Source: an optimization exercise on an open RTL-to-GDS flow (aim: small area and a short achievable clock period). Production flows keep margins and buffers that such runs may drop. Function was checked by simulation only, so behaviour that the tests miss may differ from the original. Power and IR drop assume default switching activity.

--- design.v ---
module Vcpu32Alu (
   input    wire          clk,
   input    wire[0:31]    a,
   input    wire[0:31]    b,
   input    wire[0:7]     ac,
   output   wire[0:31]    r,
   output   wire          c,
   output   wire          n,
   output   wire          z,
   output   wire          err
   );
   wire [31:0] A   = a;
   wire [31:0] B   = b;
   wire        cin = ac[0];
   wire        invB = ac[1];
   wire [1:0]  sh  = ac[3:4];
   wire [2:0]  op  = ac[5:7];
   wire isAdd = ( op == 3'd3 );
   wire selA  = ( op == 3'd1 );
   wire selB  = ( op == 3'd2 );
   wire selAnd = ( op == 3'd5 );
   wire selOr  = ( op == 3'd6 );
   wire selXor = ( op == 3'd7 );
   wire [31:0] tA = ( sh == 2'd0 ) ? A :
                    ( sh == 2'd1 ) ? { A[30:0], 1'b0 } :
                    ( sh == 2'd2 ) ? { A[29:0], 2'b00 } :
                                     { A[28:0], 3'b000 };
   wire [31:0] tB = B ^ { 32 { invB }};
   wire [31:0] g  = tA & tB & { 32 { isAdd }};
   wire [31:0] p  = tA ^ tB;
   wire        cinA = cin & isAdd;
   wire [31:0] tL = ( { 32 { selA }} & tA ) | ( { 32 { selB }} & tB ) | ( { 32 { selAnd | selOr }} & tA & tB ) |
                    ( { 32 { isAdd | selOr | selXor }} & p );
   wire s1c0_g0_1 = g[1] | ( p[1] & g[0] );
   wire s1c0_p0_1 = p[1] & p[0];
   wire sum_0 = tL[0] ^ cinA;
   wire sum_1 = tL[1] ^ ( g[0] | ( p[0] & cinA ));
   wire gco_0 = ( s1c0_g0_1 | ( s1c0_p0_1 & cinA ));
   wire s1c1_g0_1 = g[3] | ( p[3] & g[2] );
   wire s1c1_p0_1 = p[3] & p[2];
   wire sum_2 = tL[2];
   wire sum_3 = tL[3] ^ g[2];
   wire gco_1 = s1c1_g0_1;
   wire s1c2_g0_1 = g[5] | ( p[5] & g[4] );
   wire s1c2_p0_1 = p[5] & p[4];
   wire sum_4 = tL[4];
   wire sum_5 = tL[5] ^ g[4];
   wire gco_2 = s1c2_g0_1;
   wire s1c3_g0_1 = g[7] | ( p[7] & g[6] );
   wire s1c3_p0_1 = p[7] & p[6];
   wire sum_6 = tL[6];
   wire sum_7 = tL[7] ^ g[6];
   wire gco_3 = s1c3_g0_1;
   wire s1c4_g0_1 = g[9] | ( p[9] & g[8] );
   wire s1c4_p0_1 = p[9] & p[8];
   wire sum_8 = tL[8];
   wire sum_9 = tL[9] ^ g[8];
   wire gco_4 = s1c4_g0_1;
   wire s1c5_g0_1 = g[11] | ( p[11] & g[10] );
   wire s1c5_p0_1 = p[11] & p[10];
   wire sum_10 = tL[10];
   wire sum_11 = tL[11] ^ g[10];
   wire gco_5 = s1c5_g0_1;
   wire s1c6_g0_1 = g[13] | ( p[13] & g[12] );
   wire s1c6_p0_1 = p[13] & p[12];
   wire sum_12 = tL[12];
   wire sum_13 = tL[13] ^ g[12];
   wire gco_6 = s1c6_g0_1;
   wire s1c7_g0_1 = g[15] | ( p[15] & g[14] );
   wire s1c7_p0_1 = p[15] & p[14];
   wire sum_14 = tL[14];
   wire sum_15 = tL[15] ^ g[14];
   wire gco_7 = s1c7_g0_1;
   wire s1c8_g0_1 = g[17] | ( p[17] & g[16] );
   wire s1c8_p0_1 = p[17] & p[16];
   wire sum_16 = tL[16];
   wire sum_17 = tL[17] ^ g[16];
   wire gco_8 = s1c8_g0_1;
   wire s1c9_g0_1 = g[19] | ( p[19] & g[18] );
   wire s1c9_p0_1 = p[19] & p[18];
   wire sum_18 = tL[18];
   wire sum_19 = tL[19] ^ g[18];
   wire gco_9 = s1c9_g0_1;
   wire s1c10_g0_1 = g[21] | ( p[21] & g[20] );
   wire s1c10_p0_1 = p[21] & p[20];
   wire sum_20 = tL[20];
   wire sum_21 = tL[21] ^ g[20];
   wire gco_10 = s1c10_g0_1;
   wire s1c11_g0_1 = g[23] | ( p[23] & g[22] );
   wire s1c11_p0_1 = p[23] & p[22];
   wire sum_22 = tL[22];
   wire sum_23 = tL[23] ^ g[22];
   wire gco_11 = s1c11_g0_1;
   wire s1c12_g0_1 = g[25] | ( p[25] & g[24] );
   wire s1c12_p0_1 = p[25] & p[24];
   wire sum_24 = tL[24];
   wire sum_25 = tL[25] ^ g[24];
   wire gco_12 = s1c12_g0_1;
   wire s1c13_g0_1 = g[27] | ( p[27] & g[26] );
   wire s1c13_p0_1 = p[27] & p[26];
   wire sum_26 = tL[26];
   wire sum_27 = tL[27] ^ g[26];
   wire gco_13 = s1c13_g0_1;
   wire s1c14_g0_1 = g[29] | ( p[29] & g[28] );
   wire s1c14_p0_1 = p[29] & p[28];
   wire sum_28 = tL[28];
   wire sum_29 = tL[29] ^ g[28];
   wire gco_14 = s1c14_g0_1;
   wire s1c15_g0_1 = g[31] | ( p[31] & g[30] );
   wire s1c15_p0_1 = p[31] & p[30];
   wire sum_30 = tL[30];
   wire sum_31 = tL[31] ^ g[30];
   wire gco_15 = s1c15_g0_1;
   wire [31:0] gSum = { sum_31, sum_30, sum_29, sum_28, sum_27, sum_26, sum_25, sum_24, sum_23, sum_22, sum_21, sum_20, sum_19, sum_18, sum_17, sum_16, sum_15, sum_14, sum_13, sum_12, sum_11, sum_10, sum_9, sum_8, sum_7, sum_6, sum_5, sum_4, sum_3, sum_2, sum_1, sum_0 };
   wire [15:0] gCo = { gco_15, gco_14, gco_13, gco_12, gco_11, gco_10, gco_9, gco_8, gco_7, gco_6, gco_5, gco_4, gco_3, gco_2, gco_1, gco_0 };
   reg [31:0]   s1X;
   reg [15:0]   s1G;
   reg          s1Inv;
   always @( posedge clk ) begin
      s1X   <= gSum;
      s1G   <= gCo;
      s1Inv <= ac[2];
   end
   wire gP_0 = &s1X[1:0];
   wire gP_1 = &s1X[3:2];
   wire gP_2 = &s1X[5:4];
   wire gP_3 = &s1X[7:6];
   wire gP_4 = &s1X[9:8];
   wire gP_5 = &s1X[11:10];
   wire gP_6 = &s1X[13:12];
   wire gP_7 = &s1X[15:14];
   wire gP_8 = &s1X[17:16];
   wire gP_9 = &s1X[19:18];
   wire gP_10 = &s1X[21:20];
   wire gP_11 = &s1X[23:22];
   wire gP_12 = &s1X[25:24];
   wire gP_13 = &s1X[27:26];
   wire gP_14 = &s1X[29:28];
   wire gP_15 = &s1X[31:30];
   wire s2c_g0_1 = s1G[1] | ( gP_1 & s1G[0] );
   wire s2c_p0_1 = gP_1 & gP_0;
   wire s2c_g0_3 = s1G[3] | ( gP_3 & s1G[2] );
   wire s2c_p0_3 = gP_3 & gP_2;
   wire s2c_g0_5 = s1G[5] | ( gP_5 & s1G[4] );
   wire s2c_p0_5 = gP_5 & gP_4;
   wire s2c_g0_7 = s1G[7] | ( gP_7 & s1G[6] );
   wire s2c_p0_7 = gP_7 & gP_6;
   wire s2c_g0_9 = s1G[9] | ( gP_9 & s1G[8] );
   wire s2c_p0_9 = gP_9 & gP_8;
   wire s2c_g0_11 = s1G[11] | ( gP_11 & s1G[10] );
   wire s2c_p0_11 = gP_11 & gP_10;
   wire s2c_g0_13 = s1G[13] | ( gP_13 & s1G[12] );
   wire s2c_p0_13 = gP_13 & gP_12;
   wire s2c_g0_15 = s1G[15] | ( gP_15 & s1G[14] );
   wire s2c_p0_15 = gP_15 & gP_14;
   wire s2c_g1_2 = s1G[2] | ( gP_2 & s2c_g0_1 );
   wire s2c_p1_2 = gP_2 & s2c_p0_1;
   wire s2c_g1_3 = s2c_g0_3 | ( s2c_p0_3 & s2c_g0_1 );
   wire s2c_p1_3 = s2c_p0_3 & s2c_p0_1;
   wire s2c_g1_6 = s1G[6] | ( gP_6 & s2c_g0_5 );
   wire s2c_p1_6 = gP_6 & s2c_p0_5;
   wire s2c_g1_7 = s2c_g0_7 | ( s2c_p0_7 & s2c_g0_5 );
   wire s2c_p1_7 = s2c_p0_7 & s2c_p0_5;
   wire s2c_g1_10 = s1G[10] | ( gP_10 & s2c_g0_9 );
   wire s2c_p1_10 = gP_10 & s2c_p0_9;
   wire s2c_g1_11 = s2c_g0_11 | ( s2c_p0_11 & s2c_g0_9 );
   wire s2c_p1_11 = s2c_p0_11 & s2c_p0_9;
   wire s2c_g1_14 = s1G[14] | ( gP_14 & s2c_g0_13 );
   wire s2c_p1_14 = gP_14 & s2c_p0_13;
   wire s2c_g1_15 = s2c_g0_15 | ( s2c_p0_15 & s2c_g0_13 );
   wire s2c_p1_15 = s2c_p0_15 & s2c_p0_13;
   wire s2c_g2_4 = s1G[4] | ( gP_4 & s2c_g1_3 );
   wire s2c_p2_4 = gP_4 & s2c_p1_3;
   wire s2c_g2_5 = s2c_g0_5 | ( s2c_p0_5 & s2c_g1_3 );
   wire s2c_p2_5 = s2c_p0_5 & s2c_p1_3;
   wire s2c_g2_6 = s2c_g1_6 | ( s2c_p1_6 & s2c_g1_3 );
   wire s2c_p2_6 = s2c_p1_6 & s2c_p1_3;
   wire s2c_g2_7 = s2c_g1_7 | ( s2c_p1_7 & s2c_g1_3 );
   wire s2c_p2_7 = s2c_p1_7 & s2c_p1_3;
   wire s2c_g2_12 = s1G[12] | ( gP_12 & s2c_g1_11 );
   wire s2c_p2_12 = gP_12 & s2c_p1_11;
   wire s2c_g2_13 = s2c_g0_13 | ( s2c_p0_13 & s2c_g1_11 );
   wire s2c_p2_13 = s2c_p0_13 & s2c_p1_11;
   wire s2c_g2_14 = s2c_g1_14 | ( s2c_p1_14 & s2c_g1_11 );
   wire s2c_p2_14 = s2c_p1_14 & s2c_p1_11;
   wire s2c_g2_15 = s2c_g1_15 | ( s2c_p1_15 & s2c_g1_11 );
   wire s2c_p2_15 = s2c_p1_15 & s2c_p1_11;
   wire s2c_g3_8 = s1G[8] | ( gP_8 & s2c_g2_7 );
   wire s2c_p3_8 = gP_8 & s2c_p2_7;
   wire s2c_g3_9 = s2c_g0_9 | ( s2c_p0_9 & s2c_g2_7 );
   wire s2c_p3_9 = s2c_p0_9 & s2c_p2_7;
   wire s2c_g3_10 = s2c_g1_10 | ( s2c_p1_10 & s2c_g2_7 );
   wire s2c_p3_10 = s2c_p1_10 & s2c_p2_7;
   wire s2c_g3_11 = s2c_g1_11 | ( s2c_p1_11 & s2c_g2_7 );
   wire s2c_p3_11 = s2c_p1_11 & s2c_p2_7;
   wire s2c_g3_12 = s2c_g2_12 | ( s2c_p2_12 & s2c_g2_7 );
   wire s2c_p3_12 = s2c_p2_12 & s2c_p2_7;
   wire s2c_g3_13 = s2c_g2_13 | ( s2c_p2_13 & s2c_g2_7 );
   wire s2c_p3_13 = s2c_p2_13 & s2c_p2_7;
   wire s2c_g3_14 = s2c_g2_14 | ( s2c_p2_14 & s2c_g2_7 );
   wire s2c_p3_14 = s2c_p2_14 & s2c_p2_7;
   wire s2c_g3_15 = s2c_g2_15 | ( s2c_p2_15 & s2c_g2_7 );
   wire s2c_p3_15 = s2c_p2_15 & s2c_p2_7;
   wire rs_0 = s1X[0];
   wire rs_1 = s1X[1];
   wire rs_2 = s1X[2] ^ ( s1G[0] );
   wire rs_3 = s1X[3] ^ ( s1G[0] & ( &s1X[2:2] ) );
   wire rs_4 = s1X[4] ^ ( s2c_g0_1 );
   wire rs_5 = s1X[5] ^ ( s2c_g0_1 & ( &s1X[4:4] ) );
   wire rs_6 = s1X[6] ^ ( s2c_g1_2 );
   wire rs_7 = s1X[7] ^ ( s2c_g1_2 & ( &s1X[6:6] ) );
   wire rs_8 = s1X[8] ^ ( s2c_g1_3 );
   wire rs_9 = s1X[9] ^ ( s2c_g1_3 & ( &s1X[8:8] ) );
   wire rs_10 = s1X[10] ^ ( s2c_g2_4 );
   wire rs_11 = s1X[11] ^ ( s2c_g2_4 & ( &s1X[10:10] ) );
   wire rs_12 = s1X[12] ^ ( s2c_g2_5 );
   wire rs_13 = s1X[13] ^ ( s2c_g2_5 & ( &s1X[12:12] ) );
   wire rs_14 = s1X[14] ^ ( s2c_g2_6 );
   wire rs_15 = s1X[15] ^ ( s2c_g2_6 & ( &s1X[14:14] ) );
   wire rs_16 = s1X[16] ^ ( s2c_g2_7 );
   wire rs_17 = s1X[17] ^ ( s2c_g2_7 & ( &s1X[16:16] ) );
   wire rs_18 = s1X[18] ^ ( s2c_g3_8 );
   wire rs_19 = s1X[19] ^ ( s2c_g3_8 & ( &s1X[18:18] ) );
   wire rs_20 = s1X[20] ^ ( s2c_g3_9 );
   wire rs_21 = s1X[21] ^ ( s2c_g3_9 & ( &s1X[20:20] ) );
   wire rs_22 = s1X[22] ^ ( s2c_g3_10 );
   wire rs_23 = s1X[23] ^ ( s2c_g3_10 & ( &s1X[22:22] ) );
   wire rs_24 = s1X[24] ^ ( s2c_g3_11 );
   wire rs_25 = s1X[25] ^ ( s2c_g3_11 & ( &s1X[24:24] ) );
   wire rs_26 = s1X[26] ^ ( s2c_g3_12 );
   wire rs_27 = s1X[27] ^ ( s2c_g3_12 & ( &s1X[26:26] ) );
   wire rs_28 = s1X[28] ^ ( s2c_g3_13 );
   wire rs_29 = s1X[29] ^ ( s2c_g3_13 & ( &s1X[28:28] ) );
   wire rs_30 = s1X[30] ^ ( s2c_g3_14 );
   wire rs_31 = s1X[31] ^ ( s2c_g3_14 & ( &s1X[30:30] ) );
   wire [31:0] rSum = { rs_31, rs_30, rs_29, rs_28, rs_27, rs_26, rs_25, rs_24, rs_23, rs_22, rs_21, rs_20, rs_19, rs_18, rs_17, rs_16, rs_15, rs_14, rs_13, rs_12, rs_11, rs_10, rs_9, rs_8, rs_7, rs_6, rs_5, rs_4, rs_3, rs_2, rs_1, rs_0 };
   wire rCo = s2c_g3_15;
   reg [31:0] s2R;
   reg        s2C;
   always @( posedge clk ) begin
      s2R <= rSum ^ { 32 { s1Inv }};
      s2C <= rCo;
   end
   assign r   = s2R;
   assign c   = s2C;
   assign n   = s2R[31];
   assign z   = ( s2R == 32'd0 );
   assign err = 1'b0;
endmodule
--- run.sh ---
#!/bin/bash
# synth_recipe.tcl (not shown) runs the flow's synth.tcl, then flattens the netlist and writes it again
# the make line also repeats each setting of config.mk as NAME=value (left out here)
make -C /OpenROAD-flow-scripts/flow DESIGN_CONFIG=/design/flow/config.mk WORK_HOME=/design/flow/orfs CLKGATE_MAP_FILE= SYNTH_SCRIPT=/design/flow/synth_recipe.tcl finish
--- config.mk ---
export PLATFORM = sky130hd
export DESIGN_NAME = Vcpu32Alu
export DESIGN_NICKNAME = Vcpu32Alu
export VERILOG_FILES = /design/flow/design.v
export SDC_FILE = /design/flow/constraint.sdc
export NUM_CORES = 4
export LEC_CHECK = 0
export CAP_MARGIN = 20
export CORE_MARGIN = 2
export CORE_UTILIZATION = 40
export SETUP_SLACK_MARGIN = 2.5
export SLEW_MARGIN = 20
--- constraint.sdc ---
create_clock -name core_clock -period 5.5 [get_ports {clk}]
set_input_delay 1.1000 -clock core_clock [delete_from_list [all_inputs] [get_ports {clk}]]
set_output_delay 1.1000 -clock core_clock [all_outputs]
set_load 0.01 [all_outputs]
==> notes.md, run 1 <==
Timing
Counting I/O delays and the setup requirement, the final critical path takes 2890 ps. The clock skew after layout is 8.89 ps. Adding up every negative setup slack in the final design gives 0 ps. The final count of pins violating max slew is 0. The worst pin sits at a relative slew slack of 0.573.

The final number of hold-violating endpoints came to 0. Setup repair after global routing left no endpoint under its margin. The actual transition at the worst max-transition pin is 641 ps. The maximum operating frequency is 346 MHz. Setup violations remaining at the end of the flow were counted as 0.

Dividing the final minimum period by the clock period gives 0.526. The post-route worst hold slack is 426 ps. Setup slack on the critical path of the routed design comes to 2610 ps.

Synthesis
The synthesized netlist contains 51 unique library cells. Counting flops with a built-in enable in the synthesized netlist gives 0. For this run, the leading register cell type out of synthesis is sky130_fd_sc_hd__dfxtp_1. In this run, synthesis produced a sequential element count of 82. The synthesized design spends more area on one cell type than any other, namely sky130_fd_sc_hd__dfxtp_1. The fraction of synthesis flops using an asynchronous set or reset pin is 0. The mapped netlist covers 0.00558 mm2.

The mean instance size in the synthesized netlist is 9.11 um2. Counting every net in the synthesized netlist gives 732. By area the synthesized netlist is led by sky130_fd_sc_hd__dfxtp_1 (29%), sky130_fd_sc_hd__mux4_2 (11%), sky130_fd_sc_hd__ha_1 (11%), sky130_fd_sc_hd__xnor2_1 (7.9%), sky130_fd_sc_hd__xor2_1 (5.2%). The proportion of netlist area held by the largest area contributor is 0.294. For this run, the number of Yosys warnings is 1. The share of the Yosys chip area taken by registers is 0.294. The post-synthesis cell count is 612.

Clock tree
At the later pin of the worst-skew pair, clock insertion delay measures 330 ps. The tree is rooted in a sky130_fd_sc_hd__clkbuf_16. After clock tree synthesis, the flow added hold-fix buffers numbering 0. In this run, CTS created clock tree buffers numbering 9. After clock tree synthesis, the clock-pin slew on the worst setup and hold paths is 60 ps. TritonCTS built the clock tree. The clock tree synthesis step divided the H-tree into 3 levels. The maximum root-to-sink buffer count is 2. For this design, the sink count on the clock tree is 82.

Outcome
The run finished with no timing, DRC or antenna violations.

Flow run
The count of max-cap constraint violations is 0.

Pwr
The analysis attributes to net switching a power of 0.000612 W. The power consumption is 0.00205 W. The internal power of the cells is 0.00143 W. The share of total power dissipated in combinational logic is 0.328. The maximum vdd ir drop is 0.000142 V. The power density over the cells is 288 mW/mm2. The leakage dissipation is 2.79 nW. The clock network fraction of design power is 0.289. The fraction of power consumed by sequential logic is 0.383. Of the total power, the share spent switching nets is 0.299.

Critical path
Data on the critical path is required at its endpoint by 5750 ps. The critical-path maximum fanout is 4. The kind of start point of the critical path is a primary input. The path type of the worst setup path is primary input to flop. The register-to-register setup slack is 3280 ps. The worst setup path is captured at a flop. The arrival time of the worst setup path is 3140 ps.

Finish
The layout has 1306 filler cells. The final design area excluding fillers is 0.00711 mm2. The signed area change from the synthesized netlist to the final layout is 27.5%. 0 antenna diodes ended up in the layout. Of the cells placed in the final design, the portion with a size suffix greater than 1 is 0.103. At the end of the flow, the number of nets in the layout was 816.

Placement
The post-placement worst setup slack is 1910 ps. Port buffering added 107 buffers. Routability-driven placement finished with a final weighted congestion of 0.815.

The HPWL after detailed placement is 11000 um. The placed standard-cell area is 0.00671 mm2.

Routing
For this run, design rule violations remaining after detail routing come to 0. Dividing the detail-routed wire length by the instance count gives 15.9 um. The wire length after detailed routing is 14000 um.

The post-detailed-route via-to-cell ratio is 5.43. The count of TritonRoute iterations in the first routing pass is 5. The detailed router finished its first iteration with 341 violations.

Summing over every cut layer, the via total after detailed routing is 4781. The remaining antenna violation count is 0.

Floorplan
The core outline area is 0.0138 mm2. The overall die width is 122 um. The die covers 0.0149 mm2.

For this configuration, the core starts out at a cell density of 0.405. For this design the top-level I/O count stands at 109. In this run the core area contains 43 standard-cell rows. The height of the chip is 122 um.

Global route
The global-route usage over all layers is 0.190. The aggregate global routing overflow is 0. The initial antenna violation count is 0. The first global-routing pass estimated 22200 um of wire.

The via count of the first global-routing pass is 4332. The largest net degree at the start of global routing is 38.

Hold path
The path class of the tightest hold or removal check is flop to flop.
==> metal layers <==
layer	part of all wire	routed length [um]	up-vias	global-route usage
li1	-	-	2402	-
met1	0.51	7070	2183	0.281
met2	0.42	5880	181	0.287
met3	0.061	853	15	0.0295
met4	0.012	166	0	0.0553
met5	0	0	-	0
==> cells in the final DEF (no fill, tap or decap), types with 3 or more instances in the layout <==
master                            netlist  final
sky130_fd_sc_hd__ha_1                  47     47
sky130_fd_sc_hd__a31oi_1               43     43
sky130_fd_sc_hd__a21oi_1               31     31
sky130_fd_sc_hd__o21ai_0               30     30
sky130_fd_sc_hd__buf_4                  4      9
sky130_fd_sc_hd__nor2_1                37     37
sky130_fd_sc_hd__and2_1                 3      3
sky130_fd_sc_hd__a21o_1                 4      4
sky130_fd_sc_hd__xor2_1                33     33
sky130_fd_sc_hd__mux4_2                28     28
sky130_fd_sc_hd__clkdlybuf4s50_1        0    103
sky130_fd_sc_hd__nor2b_1                3      3
sky130_fd_sc_hd__nor4_2                 0      3
sky130_fd_sc_hd__a31o_1                 5      5
sky130_fd_sc_hd__nand4_1               20     20
sky130_fd_sc_hd__a31o_2                 4      4
sky130_fd_sc_hd__nand2_1               71     71
sky130_fd_sc_hd__dfxtp_1               82     82
sky130_fd_sc_hd__mux2i_1                3      3
sky130_fd_sc_hd__nor4_1                 9      5
sky130_fd_sc_hd__clkbuf_16              0      9
sky130_fd_sc_hd__o31ai_1                3      3
sky130_fd_sc_hd__o211ai_1              17     17
sky130_fd_sc_hd__inv_1                 19     18
sky130_fd_sc_hd__xnor2_1               50     50
sky130_fd_sc_hd__clkinvlp_4             0      3
==> metrics by stage <==
stage / util / instances
final: 0.516 / 881
after global routing: 0.516 / 881
after CTS: 0.513 / 880
after detailed placement: 0.487 / 862
after global placement: 0.486 / 862
after floorplan: - / 612
==> cell usage after synthesis, drive strengths merged, types with 24 or more instances <==
cell type,count
a21oi,31
a31oi,43
buf,24
dfxtp,82
ha,47
mux4,28
nand2,71
nor2,37
o21ai,31
xnor2,50
xor2,33
==> path summary, 6_finish.rpt <==
kind / to / startpoint / cells after the start
worst min-delay path: s2R[1] / s1X[1] / 1
worst max-delay path: s1X[0] / a[31] / 9
worst max register to register: s2R[26] / s1X[10] / 7
worst min register to register: s2R[1] / s1X[1] / 1
==> power groups by stage <==
stage	clock network [W]	logic [W]	registers (W)
5_1_grt	0.000628	0.000739	0.000797
3_5_place_dp	0	0.000664	0.000788
6_report	0.000591	0.000672	0.000783
4_1_cts	0.000603	0.000669	0.000777
2_1_floorplan	0	0.000371	0.000802
3_3_place_gp	0	0.000646	0.000786
==> final cells by class <==
cell class | instances | area, um2 | area share
clock buffer | 12 | 256 | 0.0361
clock inverter | 4 | 50.0 | 0.00704
inverter | 19 | 75.1 | 0.0106
multi-input combinational | 467 | 3700 | 0.520
sequential | 82 | 1640 | 0.231
tap | 180 | 225 | 0.0317
timing repair buffer | 117 | 1160 | 0.164
==> critical path, stage by stage <==
cell	delay [ps]
sky130_fd_sc_hd__clkdlybuf4s50_1	520
sky130_fd_sc_hd__or3b_1	410
sky130_fd_sc_hd__inv_1	100
sky130_fd_sc_hd__ha_1	260
sky130_fd_sc_hd__nand2_1	80
sky130_fd_sc_hd__o31ai_1	80
sky130_fd_sc_hd__a222oi_1	210
sky130_fd_sc_hd__o21ai_1	140
sky130_fd_sc_hd__xnor2_1	230
==> what timing repair did <==
item                                    in CTS  in global routing
hold endpoints to repair                     0                  0
cloned                                       0                  0
pin swaps                                    0                  1
resized for setup                            8                  8
endpoints found under the setup margin      34                 30
setup buffers                                2                  1
==> registers in the layout, indices dropped and copies added (netlist names) <==
| register | count |
|---|---|
| s1G | 16 |
| s1Inv | 1 |
| s1X | 32 |
| s2R | 32 |
| s2C | 1 |
==> logic make-up after synthesis <==
| family | count (synthesis) | share of synthesized area |
|---|---|---|
| AO/OA/AOI/OAI | 151 | 0.171 |
| buffers and inverters | 63 | 0.0516 |
| multiplexers | 31 | 0.118 |
| adder cells (fa/ha/maj) | 47 | 0.105 |
| other | 1 | 0.000672 |
| XOR/XNOR | 83 | 0.130 |
| AND/OR/NAND/NOR | 154 | 0.128 |
| flip-flops | 82 | 0.294 |
==> run 2: changes to the inputs <==
--- a/config.mk
+++ b/config.mk
@@ -8,5 +8,5 @@
 export CAP_MARGIN = 20
 export CORE_MARGIN = 2
 export CORE_UTILIZATION = 40
-export SETUP_SLACK_MARGIN = 2.5
+export SETUP_SLACK_MARGIN = 3.0
 export SLEW_MARGIN = 20
==> run 2 against run 1 <==
Effect of this change:
- core utilization grew 4.1 points
- global-route usage rose by 1.0 points
- cell count rose by 3.9%
- critical path depth is the same
- clock skew is 0.96 ps lower
- synthesized cell count stayed put
- non-clock buffer count is 34 higher
- sequential power hardly changed
- area after synthesis is the same
- largest power group unchanged
- highest routed layer unchanged
==> notes.md, run 2 <==
Outcome
The run finished with no timing, DRC or antenna violations.

Finish
The utilization after layout came to 0.557 (+0.0409). The total inserted antenna cells is 0 (unchanged). In the final layout, the registers with the most flip-flops are s1X: 32 flops, s2R: 32 flops, s1G: 16 flops.

The net total in the final layout is 850 (+4.2%). The library cells used most frequently in the layout, excluding fill and tap cells, are sky130_fd_sc_hd__dfxtp_1 (80), sky130_fd_sc_hd__nand2_1 (70), sky130_fd_sc_hd__clkdlybuf4s50_1 (69). The final cell count without fillers was 915 (+3.9%).

The fraction of layout cells with a size suffix above 1 is 0.188 (+0.0850). Leaving out fill and tap cells, the most frequent cell in the layout is sky130_fd_sc_hd__dfxtp_1. The signed area change from the synthesized netlist to the final layout is 37.6%.

Timing
The final number of hold-violating endpoints is 0 (unchanged). The final count of pins violating max slew is 0 (unchanged). The accumulated negative setup slack was 0 ps (unchanged). The maximum operating frequency is 404 MHz (+17%).

The final worst slack is 3020 ps (+417 ps). The final critical-path share of the clock period is 0.450 (-0.0759). The actual transition at the worst max-transition pin is 640 ps (-0.999 ps). The clock skew after layout is 7.94 ps (-0.956 ps). The relative max-transition margin came to 0.573 (about the same).

The shortest period the worst path allows came to 2480 ps (-417 ps). The total setup violations reported at the end of the flow is 0 (unchanged). Setup repair after global routing could not meet its margin everywhere.

Synthesis
The fraction of synthesis flops using an asynchronous set or reset pin was 0 (unchanged). The synthesized net count was 732 (unchanged). The area share of fa/ha/maj cells after synthesis is 0.105 (unchanged). For this run, the leading register cell type out of synthesis is sky130_fd_sc_hd__dfxtp_1. The simple logic cell fraction of the synthesized area is 0.128 (unchanged). The largest family of logic cells by synthesized area is compound AO/OA/AOI/OAI gates. The sequential fraction of the synthesis area came to 0.294 (unchanged).

The proportion of netlist area held by the largest area contributor was 0.294 (unchanged). In the post-synthesis netlist, the biggest area contributors are sky130_fd_sc_hd__dfxtp_1 (29%), sky130_fd_sc_hd__mux4_2 (11%), sky130_fd_sc_hd__ha_1 (11%), sky130_fd_sc_hd__xnor2_1 (7.9%), sky130_fd_sc_hd__xor2_1 (5.2%). The number of different library cells in the post-synthesis netlist is 51 (unchanged).

The fraction of synthesized cell area in xor and xnor cells is 0.130 (unchanged). The post-synthesis cell count is 612 (unchanged). The count of flip-flops with a built-in enable after synthesis came to 0 (unchanged).

The fraction of the mapped netlist area in compound gates is 0.171 (unchanged). The post-synth design cell area came to 0.00558 mm2 (unchanged). The top cell type by total area after synthesis is sky130_fd_sc_hd__dfxtp_1. The flip-flop and latch count after synthesis is 82 (unchanged). By instance count, the leading cell after synthesis is sky130_fd_sc_hd__dfxtp_1. The total number of yosys warnings came to 1 (unchanged).

The mean instance size in the synthesized netlist is 9.11 um2 (unchanged). Counting instances in the post-synthesis netlist gives the leading cell types as sky130_fd_sc_hd__dfxtp_1 (82), sky130_fd_sc_hd__nand2_1 (71), sky130_fd_sc_hd__xnor2_1 (50), sky130_fd_sc_hd__ha_1 (47), sky130_fd_sc_hd__a31oi_1 (43). The multiplexer share of the synthesized area is 0.118 (unchanged).

Global route
The aggregate global routing overflow is 0 (unchanged). The largest net degree at the start of global routing is 35 (-7.9%). The initial antenna violation count is 0 (unchanged). The global-route usage over all layers is 0.201 (+0.0101).

The via count of the first global-routing pass is 4683 (+8.1%). The wire length of the first global-routing pass is 23600 um (+6.3%).

Routing
The count of routing violations after the opening detailed-route iteration came to 282 (-17%). The via total after detailed routing is 4977 (+4.1%). The detailed-routing wirelength on met1 is 7340 um (+3.8%).

The post-detailed-route via-to-cell ratio was 5.44 (+0.23%). The remaining antenna violation count is 0 (unchanged). The average detailed-routed wire length per instance is 16.3 um (+2.7%). The highest metal layer with signal wires is met4. The number of remaining DRC errors is 0 (unchanged). The met3 routed wirelength is 689 um (-19%). The amount of wire on met2 after detailed routing was 6720 um (+14%).

The count of TritonRoute iterations in the first routing pass is 5 (unchanged). The wire length after detailed routing is 14900 um (+6.7%).

Critical path
The path type of the worst setup path is primary input to flop. The critical-path maximum fanout was 12 (+8). The critical path goes through buf_16 > or3b_4 > inv_4 > ha_4 > nand2_2 > o31ai_2 > a222oi_1 > o21ai_1 > xnor2_1.

The required arrival time at the worst endpoint is 5740 ps (about the same). The worst setup path is captured at a flop. The arrival time of the worst setup path is 2710 ps (-430 ps).

The endpoint identified for the worst register-to-register timing path is s2R[20]. The number of buffer and inverter instances along the worst setup path is 2 (unchanged). The worst reg-to-reg path cell count is 7 (unchanged). The register-to-register setup slack is 3270 ps (about the same). The delay of the slowest cell on the worst path is 400 ps (-120 ps).

The critical path's top delay family is compound AO/OA/AOI/OAI gates. The slowest stage of the critical path belongs to the cell sky130_fd_sc_hd__or3b_4. The kind of start point of the critical path is a primary input. The reg-to-reg startpoint is s1X[10].

Hold path
The worst hold path terminates at s2R[1]. The startpoint identified for the worst hold timing path is s1X[1]. The cell count of the worst hold path is 1 (unchanged). The path class of the tightest hold or removal check is flop to flop.

Floorplan
The number of cell rows came to 43 (unchanged). The starting utilization of the core area is 0.405 (unchanged). The I/O pin count is 109 (unchanged). The overall die width is 122 um (unchanged). The core outline area is 0.0138 mm2 (unchanged). The height of the chip was 122 um (unchanged). The die footprint is 0.0149 mm2 (unchanged).

Placement
The HPWL after detailed placement is 11000 um (-0.67%). The total instance count after detailed placement is 862 (unchanged). The number of buffers inserted by port buffering was 107 (unchanged). The post-placement worst setup slack was 1700 ps (-210 ps).

The routability-driven placement congestion ratio came to 0.811 (-0.48%).

Clock tree
The clock slew seen by the registers of the worst setup and hold paths is 50 ps (about the same). The clock buffer count from CTS is 9 (unchanged). The CTS sink count came to 82 (unchanged). The maximum root-to-sink buffer count was 2 (unchanged).

The clock latency of the later-clocked register in the worst-skew pair is 330 ps (about the same). The count of H-tree levels built during CTS is 3 (unchanged). TritonCTS built the clock tree. CTS placed an instance of sky130_fd_sc_hd__clkbuf_16 at the clock tree root.

Pwr
The power density over the cells is 287 mW/mm2 (-0.44%). The leakage dissipation is 3.10 nW (+11%). The power consumption is 0.00220 W (+7.4%).

The maximum vdd ir drop is 0.000134 V (-5.6%).

Flow run
The count of max-cap constraint violations is 0 (unchanged).
-- run 2: cell counts after synthesis --
No cell type changed its count.
-- run 2: worst max-delay path by stage --
stage | cells past startpoint | to | startpoint | slack, ps
2_1_floorplan | 10 | s1X[0] | ac[4] | 2780
3_3_place_gp | 6 | s1X[0] | ac[6] | 1740
3_5_place_dp | 6 | s1X[0] | ac[7] | 1700
4_1_cts | 9 | s1X[0] | a[31] | 2930
5_1_grt | 9 | s1X[0] | a[31] | 2930
6_report | 9 | s1X[0] | ac[4] | 3020
-- run 2: power by group --
part / leakage (nW) / internal, W / switching, W
Sequential: 0.686 / 0.000704 / 0.0000807
Clock: 0.169 / 0.000468 / 0.000212
Combinational: 2.25 / 0.000397 / 0.000336
-- run 2: through the flow --
stage	hold WS, ps	area (um2)
floorplan	392	5610
global placement	416	6720
detailed placement	415	6730
CTS	423	7430
global route	451	7670
finish	413	7670
-- run 2: area by class of cell --
class | count | area, um2
inverters | 19 | 77.6
fillers | 1266 | 6100
repair buffers | 151 | 1450
clock inverters | 4 | 97.6
clock buffers | 12 | 256
multi-input cells | 467 | 3920
flip-flops and latches | 82 | 1640
well taps | 180 | 225
-- run 2: logic make-up after synthesis --
family	after synthesis
buffers and inverters	63
flip-flops	82
AO/OA/AOI/OAI	151
adder cells (fa/ha/maj)	47
XOR/XNOR	83
AND/OR/NAND/NOR	154
multiplexers	31
other	1
-- run 2: per-layer routing --
layer,track usage,vias to the layer above
met5,0,-
met4,0.0496,0
met3,0.0300,10
met2,0.315,151
met1,0.290,2345
li1,-,2471
-- run 2: what timing repair did --
item	CTS	global route
pin swaps	13	11
gates resized for setup	80	28
setup buffers	21	14
cloned	0	2
hold buffers	0	0
hold endpoints to repair	0	0
endpoints found under the setup margin	49	26
==> run 3: changes to the inputs <==
==> flow/run.sh (new file) <==
#!/bin/bash
# Layout flow: the standard layout (standard.sh, the standard synthesis and ORFS steps unchanged),
# except that each input and output port is buffered with a plain sky130_fd_sc_hd__buf_N cell
# (PORT_BUF below) rather than the delay buffer that buffer_ports picks by default.
# The whole make output goes to standard_flow.log in the work folder; ORFS's per-step logs are
# under orfs/logs/.
set -euo pipefail
cd "$(dirname "${BASH_SOURCE[0]}")/.."
PORT_BUF=sky130_fd_sc_hd__buf_1
export BUFFER_PORTS_ARGS="-buffer_cell ${PORT_BUF}"
bash standard.sh finish > standard_flow.log 2>&1
==> standard.sh (new file) <==
#!/bin/bash
# synth_recipe.tcl (not shown) runs the flow's synth.tcl, then flattens the netlist and writes it again
# the make line also repeats each setting of config.mk as NAME=value (left out here)
make -C /OpenROAD-flow-scripts/flow DESIGN_CONFIG=/design/flow/config.mk WORK_HOME=/design/flow/orfs CLKGATE_MAP_FILE= SYNTH_SCRIPT=/design/flow/synth_recipe.tcl "${@:-finish}"
--- a/config.mk
+++ b/config.mk
@@ -8,5 +8,5 @@
 export CAP_MARGIN = 20
 export CORE_MARGIN = 2
 export CORE_UTILIZATION = 40
-export SETUP_SLACK_MARGIN = 3.0
+export SETUP_SLACK_MARGIN = 3.3
 export SLEW_MARGIN = 20
removed: run.sh
==> run 3 against run 2 <==
Effect of this change:
- area after synthesis unchanged
- critical endpoint is now z
- largest cell class unchanged
- die area unchanged
- still clean on timing, DRC and antenna
- non-clock buffer count increased by 18
==> notes.md, run 3 <==
Placement
The number of buffers inserted by port buffering came to 107 (unchanged). The routability-driven placement congestion ratio is 0.839 (+3.4%). The HPWL after detailed placement is 10900 um (-0.17%).

Floorplan
The height of the chip is 122 um (unchanged). The starting utilization of the core area came to 0.405 (unchanged). The overall die width came to 122 um (unchanged).

The I/O pin count is 109 (unchanged). The number of cell rows is 43 (unchanged). The die footprint is 0.0149 mm2 (unchanged). The core outline area is 0.0138 mm2 (unchanged).

Timing
The accumulated negative setup slack is 0 ps (unchanged). The relative max-transition margin is 0.411 (-0.161). The post-route worst hold slack came to 435 ps (+21.1 ps). The final number of hold-violating endpoints is 0 (unchanged).

The maximum operating frequency is 412 MHz (+2.0%). The final critical-path share of the clock period is 0.441 (-0.00869). The actual transition at the worst max-transition pin is 883 ps (+243 ps). The shortest period the worst path allows is 2430 ps (-47.8 ps). The total setup violations reported at the end of the flow is 0 (unchanged). Setup repair after global routing could not meet its margin everywhere.

The final count of pins violating max slew came to 0 (unchanged). The clock skew after layout is 7.87 ps (-0.0674 ps).

Synthesis
The mean instance size in the synthesized netlist is 9.11 um2 (unchanged). The fraction of synthesis flops using an asynchronous set or reset pin is 0 (unchanged). The top cell type by total area after synthesis is sky130_fd_sc_hd__dfxtp_1.

The sequential fraction of the synthesis area is 0.294 (unchanged). The most used flip-flop cell after synthesis is sky130_fd_sc_hd__dfxtp_1. The total number of yosys warnings came to 1 (unchanged).

The flip-flop and latch count after synthesis is 82 (unchanged). After synthesis, the most frequently instantiated cells are sky130_fd_sc_hd__dfxtp_1 (82), sky130_fd_sc_hd__nand2_1 (71), sky130_fd_sc_hd__xnor2_1 (50), sky130_fd_sc_hd__ha_1 (47), sky130_fd_sc_hd__a31oi_1 (43). The post-synthesis cell count came to 612 (unchanged). Among all cell types in the netlist, the one instantiated most often is sky130_fd_sc_hd__dfxtp_1. The number of different library cells in the post-synthesis netlist came to 51 (unchanged). The post-synth design cell area is 0.00558 mm2 (unchanged). Ranked by total cell area, the synthesized netlist is headed by sky130_fd_sc_hd__dfxtp_1 (29%), sky130_fd_sc_hd__mux4_2 (11%), sky130_fd_sc_hd__ha_1 (11%), sky130_fd_sc_hd__xnor2_1 (7.9%), sky130_fd_sc_hd__xor2_1 (5.2%). The synthesized net count is 732 (unchanged).

The count of flip-flops with a built-in enable after synthesis is 0 (unchanged). The proportion of netlist area held by the largest area contributor came to 0.294 (unchanged).

Global route
The global-route usage over all layers came to 0.203 (+0.00263). The initial antenna violation count is 0 (unchanged). The global routing met1 resource utilization is 0.291 (+0.00158). The largest net degree at the start of global routing is 38 (+8.6%). The met3 routing resource usage after global routing came to 0.0225 (-0.00749). The via count of the first global-routing pass was 4522 (-3.4%). The global routing met2 resource utilization is 0.325 (+0.0105). The aggregate global routing overflow is 0 (unchanged). The most congested layer reported by global routing is met2. The wire length of the first global-routing pass is 23900 um (+1.1%).

Clock tree
The hold buffer count at CTS is 0 (unchanged). The clock slew seen by the registers of the worst setup and hold paths is 60 ps (about the same). The clock latency of the later-clocked register in the worst-skew pair was 330 ps (about the same). The maximum root-to-sink buffer count was 2 (unchanged). The CTS sink count is 82 (unchanged). The clock root buffer is sky130_fd_sc_hd__clkbuf_16. TritonCTS built the clock tree. The count of H-tree levels built during CTS came to 3 (unchanged).

The clock buffer count from CTS is 9 (unchanged).

Finish
The signed area change from the synthesized netlist to the final layout is 41.4%. The utilization after layout is 0.573 (+0.0157). The net total in the final layout is 870 (+2.4%). The fill cell instance count of the final layout came to 1236 (-2.4%). The library cell used most frequently in the layout, excluding fill and tap cells, is sky130_fd_sc_hd__buf_1. The largest registers in the layout are s1X: 32 flops, s2R: 32 flops, s1G: 16 flops. The fraction of layout cells with a size suffix above 1 was 0.301 (+0.113). Leaving out fill and tap cells, the most frequent cells in the layout are sky130_fd_sc_hd__buf_1 (100), sky130_fd_sc_hd__dfxtp_1 (74), sky130_fd_sc_hd__nand2_1 (65). The total inserted antenna cells is 0 (unchanged).

Critical path
The worst setup path is of the flop to output pin kind. The worst setup path is launched from a flop. STA classifies the critical path endpoint as an output pin.

The critical-path maximum fanout is 2 (-10). The required arrival time at the worst endpoint is 4400 ps (-1340 ps). The register-to-register setup slack is 3330 ps (+60 ps). The arrival time of the worst setup path is 1330 ps (-1380 ps).

Pwr
The leakage dissipation is 2.97 nW (-4.4%). The net load switching power is 0.000692 W (+9.9%). The internal power of the cells was 0.00144 W (-8.3%). The maximum vdd ir drop is 0.000128 V (-4.3%).

The fraction of power consumed by sequential logic was 0.373 (+0.016). The part of the total power dissipated in combinational logic is 0.356 (+0.023). The net switching fraction of the power is 0.325 (+0.0385). The power density over the cells is 270 mW/mm2 (-5.8%). The clock network fraction of design power is 0.271 (-0.038).

Hold path
The path class of the lowest-slack min-delay path is flop to flop.

Routing
The average detailed-routed wire length per instance came to 17.2 um (+5.3%). The count of routing violations after the opening detailed-route iteration is 468 (+66%). The wire length after detailed routing came to 16000 um (+7.6%). The remaining antenna violation count is 0 (unchanged). The count of TritonRoute iterations in the first routing pass came to 5 (unchanged). The post-detailed-route via-to-cell ratio is 5.55 (+2.1%).

The via total after detailed routing was 5192 (+4.3%). The number of remaining DRC errors is 0 (unchanged).

Outcome
The run finished with no timing, DRC or antenna violations.

Flow run
The count of max-cap constraint violations came to 0 (unchanged).
[run 3: repair_timing]
action                     in CTS  in global routing
setup endpoints to repair      51                 51
buffers inserted               26                 25
pin swaps                      18                 63
gates resized for setup        87                 87
gates cloned                    6                  1
[run 3: cell type report]
type / count / area [um2] / area share
tap: 180 / 225 / 0.0285
timing repair buffer: 169 / 1150 / 0.146
inverter: 19 / 77.6 / 0.00983
multi-input combinational: 469 / 4480 / 0.568
clock inverter: 4 / 51.3 / 0.00650
clock buffer: 12 / 246 / 0.0312
sequential: 82 / 1650 / 0.209
[run 3: through the flow]
step	cells	setup WS, ps	power (W)	instance area, um2
after global placement	861	1910	0.00135	6210
after detailed placement	861	1950	0.00137	6220
after floorplan	612	2780	0.00120	5790
after CTS	909	2990	0.00204	7310
final	935	3070	0.00213	7890
after global routing	935	2940	0.00224	7890
[run 3: power by group through the flow]
stage / sequential, W / clock [W] / combinational, W
finish: 0.000796 / 0.000577 / 0.000758
global route: 0.000810 / 0.000610 / 0.000821
CTS: 0.000791 / 0.000586 / 0.000662
detailed placement: 0.000795 / 0 / 0.000572
global placement: 0.000792 / 0 / 0.000556
floorplan: 0.000802 / 0 / 0.000395
[run 3: critical path: stages, from the launching register on]
cell and delay, ps:
sky130_fd_sc_hd__dfxtp_2 330, sky130_fd_sc_hd__nor4_4 270, sky130_fd_sc_hd__nand4_1 160, sky130_fd_sc_hd__nor2_1 110
sky130_fd_sc_hd__buf_2 130
[run 3: per-layer routing]
metal / vias up / share of wire
met5: - / 0
met4: 0 / 0.010
met3: 15 / 0.063
met2: 225 / 0.46
met1: 2451 / 0.46
li1: 2501 / -
[run 3: final timing paths]
check,from,end,cells past startpoint
setup / recovery,s2R[1],z,4
hold / removal,s1X[1],s2R[1],1
setup reg to reg,s1G[4],s2R[20],7
hold reg to reg,s1X[1],s2R[1],1
[run 3: logic make-up (layout without fill, tap and decap cells)]
kind of cell	count (synthesis)	after routing	synth area share
compound gates	151	151	0.171
xor+xnor	83	83	0.130
fa+ha+maj	47	47	0.105
buf+inv	63	204	0.0516
flops	82	82	0.294
mux	31	31	0.118
other cells	1	1	0.000672
simple gates	154	156	0.128
==> run 4: changes to the inputs <==
--- a/config.mk
+++ b/config.mk
@@ -8,5 +8,5 @@
 export CAP_MARGIN = 20
 export CORE_MARGIN = 2
 export CORE_UTILIZATION = 40
-export SETUP_SLACK_MARGIN = 3.3
+export SETUP_SLACK_MARGIN = 3.6
 export SLEW_MARGIN = 20
==> run 4 against run 3 <==
Effect of this change:
- still clean
- clock skew rose by 1.3 ps
- synthesized cell count did not move
- hold slack improved by 16 ps
- cell count rose by 4.4%
- register-to-register slack improved by 100 ps
- global-route usage rose by 2.6 points
- flip-flop and latch count did not move
- fmax fell by 1.5%
- setup slack got worse by 37 ps
- non-clock buffer count rose by 41
- critical endpoint is now s1X[0]
==> notes.md, run 4 <==
Floorplan
The I/O pin count came to 109 (unchanged). The overall die width is 122 um (unchanged). The die footprint came to 0.0149 mm2 (unchanged). The height of the chip is 122 um (unchanged).

The starting utilization of the core area is 0.405 (unchanged). The number of cell rows was 43 (unchanged). The core outline area came to 0.0138 mm2 (unchanged).

Placement
The placed standard-cell area was 0.00625 mm2 (+0.50%). The number of buffers inserted by port buffering came to 107 (unchanged). The HPWL after detailed placement is 11300 um (+2.8%).

The routability-driven placement congestion ratio was 0.862 (+2.8%).

Timing
The total setup violations reported at the end of the flow is 0 (unchanged). The final critical-path share of the clock period came to 0.448 (+0.00678). Setup repair after global routing could not meet its margin everywhere. The relative max-transition margin is 0.389 (-0.0226). The clock skew after layout is 9.21 ps (+1.34 ps). The actual transition at the worst max-transition pin is 917 ps (+33.9 ps). The maximum operating frequency was 406 MHz (-1.5%). The final number of hold-violating endpoints was 0 (unchanged).

The accumulated negative setup slack came to 0 ps (unchanged). The final count of pins violating max slew was 0 (unchanged). The shortest period the worst path allows was 2460 ps (+37.3 ps).

Synthesis
The post-synth design cell area was 0.00558 mm2 (unchanged). The count of flip-flops with a built-in enable after synthesis is 0 (unchanged). The mean instance size in the synthesized netlist is 9.11 um2 (unchanged).

The number of different library cells in the post-synthesis netlist is 51 (unchanged). The area share of fa/ha/maj cells after synthesis is 0.105 (unchanged). The simple logic cell fraction of the synthesized area is 0.128 (unchanged). The fraction of the mapped netlist area in compound gates came to 0.171 (unchanged). By area, the combinational part of the netlist is dominated by compound AO/OA/AOI/OAI gates. sky130_fd_sc_hd__dfxtp_1 is the most common cell in the netlist. The fraction of synthesized cell area in xor and xnor cells is 0.130 (unchanged). The dominant register cell in the synthesized netlist is sky130_fd_sc_hd__dfxtp_1. The largest total area in the synthesized netlist belongs to sky130_fd_sc_hd__dfxtp_1. The sequential fraction of the synthesis area is 0.294 (unchanged).

The proportion of netlist area held by the largest area contributor is 0.294 (unchanged). The synthesized net count came to 732 (unchanged). Counting instances in the post-synthesis netlist gives the leading cell types as sky130_fd_sc_hd__dfxtp_1 (82), sky130_fd_sc_hd__nand2_1 (71), sky130_fd_sc_hd__xnor2_1 (50), sky130_fd_sc_hd__ha_1 (47), sky130_fd_sc_hd__a31oi_1 (43). In the post-synthesis netlist, the biggest area contributors are sky130_fd_sc_hd__dfxtp_1 (29%), sky130_fd_sc_hd__mux4_2 (11%), sky130_fd_sc_hd__ha_1 (11%), sky130_fd_sc_hd__xnor2_1 (7.9%), sky130_fd_sc_hd__xor2_1 (5.2%). The flip-flop and latch count after synthesis is 82 (unchanged). The total number of yosys warnings came to 1 (unchanged).

The multiplexer share of the synthesized area is 0.118 (unchanged). The fraction of synthesis flops using an asynchronous set or reset pin is 0 (unchanged). The post-synthesis cell count is 612 (unchanged).

Clock tree
The clock buffer count from CTS is 9 (unchanged). The maximum root-to-sink buffer count is 2 (unchanged). The clock latency of the later-clocked register in the worst-skew pair came to 340 ps (about the same). The CTS sink count is 82 (unchanged).

The clock slew seen by the registers of the worst setup and hold paths is 60 ps (about the same). The TritonCTS clock tree is yes. CTS placed an instance of sky130_fd_sc_hd__clkbuf_16 at the clock tree root. The count of H-tree levels built during CTS is 3 (unchanged).

Global route
The wire length of the first global-routing pass is 26800 um (+12%). The global-route usage over all layers is 0.229 (+0.0260). The aggregate global routing overflow was 0 (unchanged).

The via count of the first global-routing pass is 5373 (+19%). The largest net degree at the start of global routing is 39 (+2.6%). The initial antenna violation count came to 0 (unchanged).

Routing
The count of routing violations after the opening detailed-route iteration is 467 (-0.21%). The post-detailed-route via-to-cell ratio came to 5.75 (+3.6%). The count of TritonRoute iterations in the first routing pass is 5 (unchanged). The wire length after detailed routing was 18500 um (+16%). The average detailed-routed wire length per instance is 19.0 um (+11%). The number of remaining DRC errors is 0 (unchanged).

The via total after detailed routing is 5614 (+8.1%). The remaining antenna violation count came to 0 (unchanged).

Critical path
The critical-path maximum fanout is 5 (+3). The path type of the worst setup path is primary input to flop. The delay of the slowest cell on the worst path is 400 ps (+70 ps). The worst setup path is captured at a flop. The arrival time of the worst setup path is 2690 ps (+1360 ps). STA classifies the critical path startpoint as a primary input. The required arrival time at the worst endpoint is 5730 ps (+1330 ps). On the critical path, the stage with the largest delay is an instance of sky130_fd_sc_hd__or3b_4. Walking the worst path, the cells encountered are buf_8 > buf_12 > or3b_4 > inv_4 > ha_4 > nand2_2 > o31ai_1 > a222oi_1 > o21ai_1 > xnor2_1. The number of buffer and inverter instances along the worst setup path is 3 (+2).

The critical path's top delay family is simple AND/OR/NAND/NOR gates.

Flow run
The count of max-cap constraint violations is 0 (unchanged).

Outcome
The flow ran to the end and the layout has no timing, DRC or antenna violations.

Hold path
The path class of the lowest-slack min-delay path is flop to flop.

Finish
Leaving out fill and tap cells, the most frequent cells in the layout are sky130_fd_sc_hd__buf_1 (65), sky130_fd_sc_hd__buf_4 (61), sky130_fd_sc_hd__nand2_1 (58). The fraction of layout cells with a size suffix above 1 is 0.526 (+0.226). The total inserted antenna cells is 0 (unchanged). The leading cell type in the layout, fill and taps excluded is sky130_fd_sc_hd__buf_1. The largest registers in the layout are s1X: 32 flops, s2R: 32 flops, s1G: 16 flops. The final design area excluding fillers is 0.00929 mm2 (+18%).

The net total in the final layout was 912 (+4.8%). The area growth from synthesis to layout is 66.6%.

Pwr
The leakage dissipation came to 3.51 nW (+18%). The power consumption is 0.00253 W (+19%). The maximum vdd ir drop is 0.000147 V (+15%). The power density over the cells is 272 mW/mm2 (+0.84%).
run 4: cell counts after synthesis:
Identical to the previous run, type by type.
run 4: kinds of logic (layout without fill, tap and decap cells):
logic type,count (synthesis),in the layout
buf+inv,63,244
xor+xnor,83,83
flops,82,82
simple gates,154,157
other cells,1,1
mux,31,31
compound gates,151,151
fa+ha+maj,47,47
run 4: path summary, 6_finish.rpt:
path | end | depth (start not counted) | slack, ps | startpoint
hold reg to reg | s2R[1] | 1 | 450 | s1X[1]
hold / removal | s2R[1] | 1 | 450 | s1X[1]
setup / recovery | s1X[0] | 10 | 3040 | ac[3]
setup reg to reg | s2R[26] | 7 | 3430 | s1G[4]
run 4: area by class of cell:
type                            count  area (um2)
Sequential cell                    82        1730
Tap cell                          180         225
Clock buffer                        9         225
Multi-Input combinational cell    470        5150
Timing Repair Buffer              210        1770
Clock inverter                      6         115
Inverter                           19        77.6
Fill cell                        1007        4480
run 4: timing repair:
item	4_1_cts	5_1_grt
hold buffers	0	0
endpoints found under the setup margin	89	95
gates resized for setup	215	195
pin swaps	62	86
buffers inserted	47	43
cloned	8	2
run 4: metal layers:
| metal | track usage | share of wire | vias up | wire length, um |
|---|---|---|---|---|
| met4 | 0.111 | 0.045 | 0 | 834 |
| li1 | - | - | 2584 | - |
| met5 | 0 | 0 | - | 0 |
| met2 | 0.378 | 0.49 | 267 | 9000 |
| met3 | 0.0314 | 0.058 | 67 | 1070 |
| met1 | 0.296 | 0.41 | 2696 | 7630 |
run 4: where the power goes:
group | leakage [nW] | internal, W | switching, W
Sequential | 0.692 | 0.000724 | 0.000105
Clock | 0.162 | 0.000443 | 0.000232
Combinational | 2.66 | 0.000556 | 0.000470
run 4: through the flow:
step | std cells | utilization | setup WS, ps | hold slack (ps)
6_report | 976 | 0.675 | 3040 | 451
5_1_grt | 976 | 0.675 | 2950 | 479
4_1_cts | 931 | 0.581 | 3000 | 455
3_5_place_dp | 861 | 0.454 | 1950 | 427
3_3_place_gp | 861 | 0.454 | 1970 | 436
2_1_floorplan | 612 | - | 2780 | 392
==> run 5: changes to the inputs <==
--- a/config.mk
+++ b/config.mk
@@ -8,5 +8,5 @@
 export CAP_MARGIN = 20
 export CORE_MARGIN = 2
 export CORE_UTILIZATION = 40
-export SETUP_SLACK_MARGIN = 3.6
+export SETUP_SLACK_MARGIN = 2.5
 export SLEW_MARGIN = 20
==> run 5 against run 4 <==
Effect of this change:
- core utilization is 21 points lower
- critical path depth down 1
- sequential power down 5.5%
- clock power grew 2%
- non-clock buffer count down 98
- critical path type unchanged
- highest routed layer unchanged
==> notes.md, run 5 <==
Pwr
The leakage dissipation is 2.50 nW (-29%). The power consumption is 0.00202 W (-20%). The power density over the cells is 316 mW/mm2 (+16%). The maximum vdd ir drop is 0.000158 V (+7.6%).

Clock tree
The count of instances resized after the clock tree is built was 3 (-99%). The clock root buffer is sky130_fd_sc_hd__clkbuf_16. The count of H-tree levels built during CTS was 3 (unchanged). The buffer count from post-CTS setup fixing came to 0 (-100%).

The maximum root-to-sink buffer count was 2 (unchanged). The clock slew seen by the registers of the worst setup and hold paths is 60 ps (about the same). TritonCTS built the clock tree. The clock buffer count from CTS came to 9 (unchanged). The clock latency of the later-clocked register in the worst-skew pair is 330 ps (about the same). The hold buffer count at CTS is 0 (unchanged).

The CTS sink count came to 82 (unchanged).

Finish
Leaving out fill and tap cells, the most frequent cell in the layout is sky130_fd_sc_hd__buf_1. The fill cell instance count of the final layout is 1350 (+34%). The final design area excluding fillers is 0.00641 mm2 (-31%). The fraction of layout cells with a size suffix above 1 is 0.0935 (-0.433). In the final layout, the registers with the most flip-flops are s1X: 32 flops, s2R: 32 flops, s1G: 16 flops.

The signed area change from the synthesized netlist to the final layout is 14.8%. The total area of multi-input combinational cells was 0.00366 mm2 (-29%). The total inserted antenna cells is 0 (unchanged). The net total in the final layout came to 811 (-11%). The register area is 0.00164 mm2 (-4.8%).

In the layout the commonest cells are sky130_fd_sc_hd__buf_1 (104), sky130_fd_sc_hd__dfxtp_1 (81), sky130_fd_sc_hd__nand2_1 (71).

Routing
The remaining antenna violation count is 0 (unchanged). The number of remaining DRC errors is 0 (unchanged). The post-detailed-route via-to-cell ratio is 5.45 (-5.2%). The via total after detailed routing is 4770 (-15%). The average detailed-routed wire length per instance was 15.7 um (-17%). The count of TritonRoute iterations in the first routing pass came to 5 (unchanged). The wire length after detailed routing is 13700 um (-26%). The count of routing violations after the opening detailed-route iteration is 367 (-21%).

Synthesis
The sequential fraction of the synthesis area is 0.294 (unchanged). The synthesized net count is 732 (unchanged). The fraction of synthesis flops using an asynchronous set or reset pin came to 0 (unchanged). After synthesis, the most frequently instantiated cells are sky130_fd_sc_hd__dfxtp_1 (82), sky130_fd_sc_hd__nand2_1 (71), sky130_fd_sc_hd__xnor2_1 (50), sky130_fd_sc_hd__ha_1 (47), sky130_fd_sc_hd__a31oi_1 (43). The flip-flop and latch count after synthesis is 82 (unchanged). The post-synth design cell area is 0.00558 mm2 (unchanged). Summed over all instances, the cell type with the most area after synthesis is sky130_fd_sc_hd__dfxtp_1. The total number of yosys warnings came to 1 (unchanged). The post-synthesis cell count is 612 (unchanged). The proportion of netlist area held by the largest area contributor is 0.294 (unchanged). Sorting the synthesized cells by area gives the leading types as sky130_fd_sc_hd__dfxtp_1 (29%), sky130_fd_sc_hd__mux4_2 (11%), sky130_fd_sc_hd__ha_1 (11%), sky130_fd_sc_hd__xnor2_1 (7.9%), sky130_fd_sc_hd__xor2_1 (5.2%). The number of different library cells in the post-synthesis netlist is 51 (unchanged). The mean instance size in the synthesized netlist came to 9.11 um2 (unchanged). The dominant register cell in the synthesized netlist is sky130_fd_sc_hd__dfxtp_1.

In the post-synthesis netlist, the cell with the most instances is sky130_fd_sc_hd__dfxtp_1. The count of flip-flops with a built-in enable after synthesis is 0 (unchanged).

Timing
The shortest period the worst path allows is 2810 ps (+347 ps). The final count of pins violating max slew is 0 (unchanged). The maximum operating frequency is 356 MHz (-12%). Setup repair after global routing left no endpoint under its margin. The post-route worst hold slack is 423 ps (-28.1 ps). The final number of hold-violating endpoints was 0 (unchanged). The final worst slack is 2690 ps (-347 ps). The accumulated negative setup slack is 0 ps (unchanged). The final critical-path share of the clock period was 0.511 (+0.0630). The clock skew after layout is 6.15 ps (-3.06 ps). The actual transition at the worst max-transition pin is 896 ps (-20.7 ps).

The relative max-transition margin came to 0.403 (+0.0138). The total setup violations reported at the end of the flow is 0 (unchanged).

Critical path
The arrival time of the worst setup path came to 3030 ps (+340 ps). The worst setup path is captured at a flop. The kind of start point of the critical path is a primary input.

The path type of the worst setup path is primary input to flop. The critical-path maximum fanout was 34 (+29). The required arrival time at the worst endpoint was 5710 ps (-20 ps). The register-to-register setup slack is 3280 ps (-150 ps).

Flow run
The count of max-cap constraint violations is 0 (unchanged).

Floorplan
The number of cell rows is 43 (unchanged). The I/O pin count is 109 (unchanged). The starting utilization of the core area came to 0.405 (unchanged). The die footprint is 0.0149 mm2 (unchanged). The overall die width was 122 um (unchanged). The height of the chip is 122 um (unchanged). The core outline area is 0.0138 mm2 (unchanged).

Global route
The initial antenna violation count is 0 (unchanged). The via count of the first global-routing pass is 4314 (-20%). The largest net degree at the start of global routing is 38 (-2.6%). The aggregate global routing overflow is 0 (unchanged). The wire length of the first global-routing pass is 21900 um (-18%). The global-route usage over all layers was 0.186 (-0.0430).

Placement
The number of buffers inserted by port buffering is 107 (unchanged). The placed standard-cell area came to 0.00604 mm2 (-3.4%). The HPWL after detailed placement is 10900 um (-3.4%). The routability-driven placement congestion ratio is 0.854 (-0.96%). The post-placement worst setup slack is 1950 ps (+3.36 ps).

Outcome
The run finished with no timing, DRC or antenna violations.

Hold path
The worst hold path belongs to the class flop to flop.
==> run 5: worst paths after layout <==
path                               from  endpoint  depth (start not counted)
worst max-delay path              ac[4]    s1X[0]                          9
worst min-delay path             s1X[1]    s2R[1]                          1
worst max register to register  s1X[10]   s2R[20]                          7
worst min register to register   s1X[1]    s2R[1]                          1
==> run 5: layer usage <==
| layer | part of all wire | global-route usage | vias to the layer above |
|---|---|---|---|
| met2 | 0.42 | 0.276 | 182 |
| met3 | 0.067 | 0.0290 | 10 |
| met1 | 0.50 | 0.276 | 2188 |
| met5 | 0 | 0 | - |
| li1 | - | - | 2390 |
| met4 | 0.010 | 0.0589 | 0 |
==> run 5: logic make-up (layout without fill, tap and decap cells) <==
logic type      after synthesis  after routing  share of synthesized area
other cells                   1              1                   0.000672
flops                        82             82                      0.294
simple gates                154            154                      0.128
buf+inv                      63            146                     0.0516
mux                          31             31                      0.118
compound gates              151            151                      0.171
xor+xnor                     83             83                      0.130
fa+ha+maj                    47             47                      0.105
==> run 5: cell type report <==
cell class	instances	share of cell area
well taps	180	0.0352
clock buffers	11	0.0395
repair buffers	112	0.0699
flip-flops and latches	82	0.256
multi-input cells	467	0.572
clock inverters	4	0.0154
inverters	19	0.0117
==> run 5: per-stage QoR <==
step,util,instances
floorplan,-,612
global placement,0.438,860
detailed placement,0.438,860
CTS,0.464,875
global route,0.465,875
finish,0.465,875
==> run 5: critical path, stage by stage <==
cell and delay (ps):
sky130_fd_sc_hd__clkbuf_4 350, sky130_fd_sc_hd__or3b_1 510, sky130_fd_sc_hd__inv_1 100, sky130_fd_sc_hd__ha_1 260, sky130_fd_sc_hd__nand2_1 80, sky130_fd_sc_hd__o31ai_1 80, sky130_fd_sc_hd__a222oi_1 210, sky130_fd_sc_hd__o21ai_1 150
sky130_fd_sc_hd__xnor2_1 160
==> run 5: where the power goes <==
part / internal, W / switching (W)
Clock: 0.000466 / 0.000222
Sequential: 0.000703 / 0.0000794
Combinational: 0.000242 / 0.000309
Total: 0.00141 / 0.000610
==> run 6: changes to the inputs <==
--- a/config.mk
+++ b/config.mk
@@ -5,8 +5,9 @@
 export SDC_FILE = /design/flow/constraint.sdc
 export NUM_CORES = 4
 export LEC_CHECK = 0
+export ABC_CLOCK_PERIOD_IN_PS = 2500
 export CAP_MARGIN = 20
 export CORE_MARGIN = 2
 export CORE_UTILIZATION = 40
-export SETUP_SLACK_MARGIN = 2.5
+export SETUP_SLACK_MARGIN = 3.0
 export SLEW_MARGIN = 20
==> run 6 against run 5 <==
Effect of this change:
- total power shrank 3.9%
- die area is the same
- global-route usage shrank 0.091 points
- cell count grew 0.80%
- critical path depth grew 1
- via count is essentially flat
- cell area grew 2.2%
- fmax grew 14%
- core utilization grew 1.0 points
- clock skew grew 2.5 ps
- register-to-register slack lost 30 ps
- critical endpoint unchanged
- largest cell class unchanged
- largest power group unchanged
==> notes.md, run 6 <==
Critical path
STA classifies the critical path startpoint as a primary input. The critical-path maximum fanout is 19 (-44%). The arrival time of the worst setup path is 2700 ps (-330 ps).

The startpoint identified for the worst register-to-register timing path is s1X[10]. The path type of the worst setup path is primary input to flop.

Finish
The utilization after layout is 0.475 (+0.0103). The area growth from synthesis to layout is 17.4%. The fill cell instance count of the final layout is 1347 (-0.22%).

The total inserted antenna cells is 0 (unchanged). The final design area excluding fillers is 0.00655 mm2 (+2.2%).

Synthesis
The fraction of synthesized cell area in xor and xnor cells is 0.130 (unchanged). The fraction of the mapped netlist area in compound gates is 0.171 (unchanged). The multiplexer share of the synthesized area is 0.118 (unchanged). The flip-flop and latch count after synthesis is 82 (unchanged). The total number of yosys warnings is 1 (unchanged). For this run, the leading register cell type out of synthesis is sky130_fd_sc_hd__dfxtp_1. The fraction of synthesis flops using an asynchronous set or reset pin is 0 (unchanged). The area share of fa/ha/maj cells after synthesis is 0.105 (unchanged). The count of flip-flops with a built-in enable after synthesis is 0 (unchanged). The sequential fraction of the synthesis area is 0.294 (unchanged). The post-synth design cell area was 0.00558 mm2 (unchanged).

Routing
The average detailed-routed wire length per instance came to 16.0 um (+2.0%). The wire length after detailed routing is 14100 um (+2.9%). The count of TritonRoute iterations in the first routing pass is 5 (unchanged). The via total after detailed routing came to 4768 (-0.042%). The count of routing violations after the opening detailed-route iteration is 285 (-22%).

Timing
Setup repair after global routing could not meet its margin everywhere. The final count of pins violating max slew is 0 (unchanged). The relative max-transition margin was 0.412 (+0.00902). The maximum operating frequency came to 404 MHz (+14%). The shortest period the worst path allows is 2480 ps (-336 ps).

The accumulated negative setup slack is 0 ps (unchanged). The total setup violations reported at the end of the flow is 0 (unchanged).

Floorplan
The number of cell rows is 43 (unchanged).

Placement
The HPWL after detailed placement is 11000 um (+1.6%). The number of buffers inserted by port buffering is 107 (unchanged). The placed standard-cell area is 0.00607 mm2 (+0.64%).

Outcome
The flow ran to the end and the layout has no timing, DRC or antenna violations.

Clock tree
The TritonCTS clock tree is yes. The tree is rooted in a sky130_fd_sc_hd__clkbuf_16. The hold buffer count at CTS came to 0 (unchanged). The clock latency of the later-clocked register in the worst-skew pair is 340 ps (about the same). The count of H-tree levels built during CTS is 3 (unchanged).

Global route
The via count of the first global-routing pass is 4315 (+0.023%). The largest net degree at the start of global routing is 38 (unchanged).

Pwr
The power density over the cells is 297 mW/mm2 (-6.0%). The power consumption is 0.00194 W (-3.9%). The leakage dissipation is 2.55 nW (+2.0%).

Hold path
The path class of the lowest-slack min-delay path is flop to flop.
run 6: worst paths after layout:
path                            slack, ps  cells past startpoint  endpoint
worst min-delay path                  430                      1    s2R[1]
worst max-delay path                 3020                     10    s1X[0]
worst min register to register        430                      1    s2R[1]
worst max register to register       3250                      7   s2R[26]
run 6: repair_timing:
item                                    in CTS  in global routing
gates cloned                                 0                  2
resized for setup                           24                  7
endpoints found under the setup margin      49                 23
buffers inserted                             0                  0
pin swaps                                    2                  3
run 6: worst max-delay path: cells and delay by family:
kind | cells | cell delay, ps
XOR/XNOR | 2 | 290
adder cells (fa/ha/maj) | 1 | 260
buffers and inverters | 3 | 550
AO/OA/AOI/OAI | 3 | 420
AND/OR/NAND/NOR | 1 | 60
run 6: routing by layer:
metal / up-vias / wire [um] / track usage
met5: - / 0 / 0
met4: 0 / 174 / 0.0524
met3: 14 / 719 / 0.0290
met2: 155 / 6140 / 0.281
met1: 2192 / 7100 / 0.272
li1: 2407 / - / -
run 6: layout make-up:
cell class / instances / area (um2) / area share
repair buffers: 118 / 569 / 0.0869
clock buffers: 12 / 246 / 0.0376
multi-input cells: 467 / 3740 / 0.571
inverters: 19 / 71.3 / 0.0109
clock inverters: 4 / 51.3 / 0.00783
flip-flops and latches: 82 / 1640 / 0.251
well taps: 180 / 225 / 0.0344
run 6: kinds of logic after synthesis:
kind of cell               after synthesis
AOI/OAI and AO/OA                      151
other                                    1
buffers and inverters                   63
and+or+nand+nor                        154
DFF                                     82
xor gates and xnor gates                83
muxes                                   31
adders and majority gates               47
run 6: stage by stage:
stage	hold WS (ps)	cells	setup slack (ps)
floorplan	392	612	2780
global placement	423	864	1990
detailed placement	415	864	1960
CTS	428	880	3000
global route	438	882	2930
finish	429	882	3020
run 6: power by group:
group / internal (W) / switching (W) / leakage [nW]
Clock: 0.000364 / 0.000218 / 0.143
Combinational: 0.000255 / 0.000313 / 1.72
Sequential: 0.000704 / 0.0000893 / 0.686

-- afterwards: timing with drivers on the ports --
In the flow no input, the clock included, has a driving cell. The finished layouts below were timed again as built, in two steps. Step 1 sets driving cells, clkbuf_16 on the clock port and buf_2 on the other inputs (assumed; they add their load-dependent delay and slew). Step 2, shift: input delay + t, output delay - t, t = (earliest + latest rising clock arrival at the registers) / 2. This alone moves slack from input paths to output paths. a / b / c = no drivers / after step 1 / after step 2; a / b = the first two.
run | t, ns | setup WS [ns] | clock arrival spread, ns | worst slew at a driven data input, ns | cell pins on the clock port's net
run 1 | 0.362 | 2.607 / 2.602 / 2.249 | 0.009 / 0.009 | 0.05 | 1
run 2 | 0.357 | 3.025 / 2.937 / 2.580 | 0.008 / 0.008 | 0.14 | 1
run 3 | 0.356 | 3.072 / 3.028 / 2.671 | 0.011 / 0.011 | 0.23 | 1
run 4 | 0.368 | 3.035 / 3.005 / 2.637 | 0.009 / 0.009 | 0.17 | 1
run 5 | 0.359 | 2.688 / 2.698 / 2.339 | 0.007 / 0.007 | 0.03 | 1
run 6 | 0.361 | 3.025 / 3.020 / 2.659 | 0.009 / 0.009 | 0.10 | 1
After both steps setup and hold are still met in every run listed. The setup slack of run 2, which loses most, moves by -0.088 ns with the drivers and by -0.445 ns with both steps.
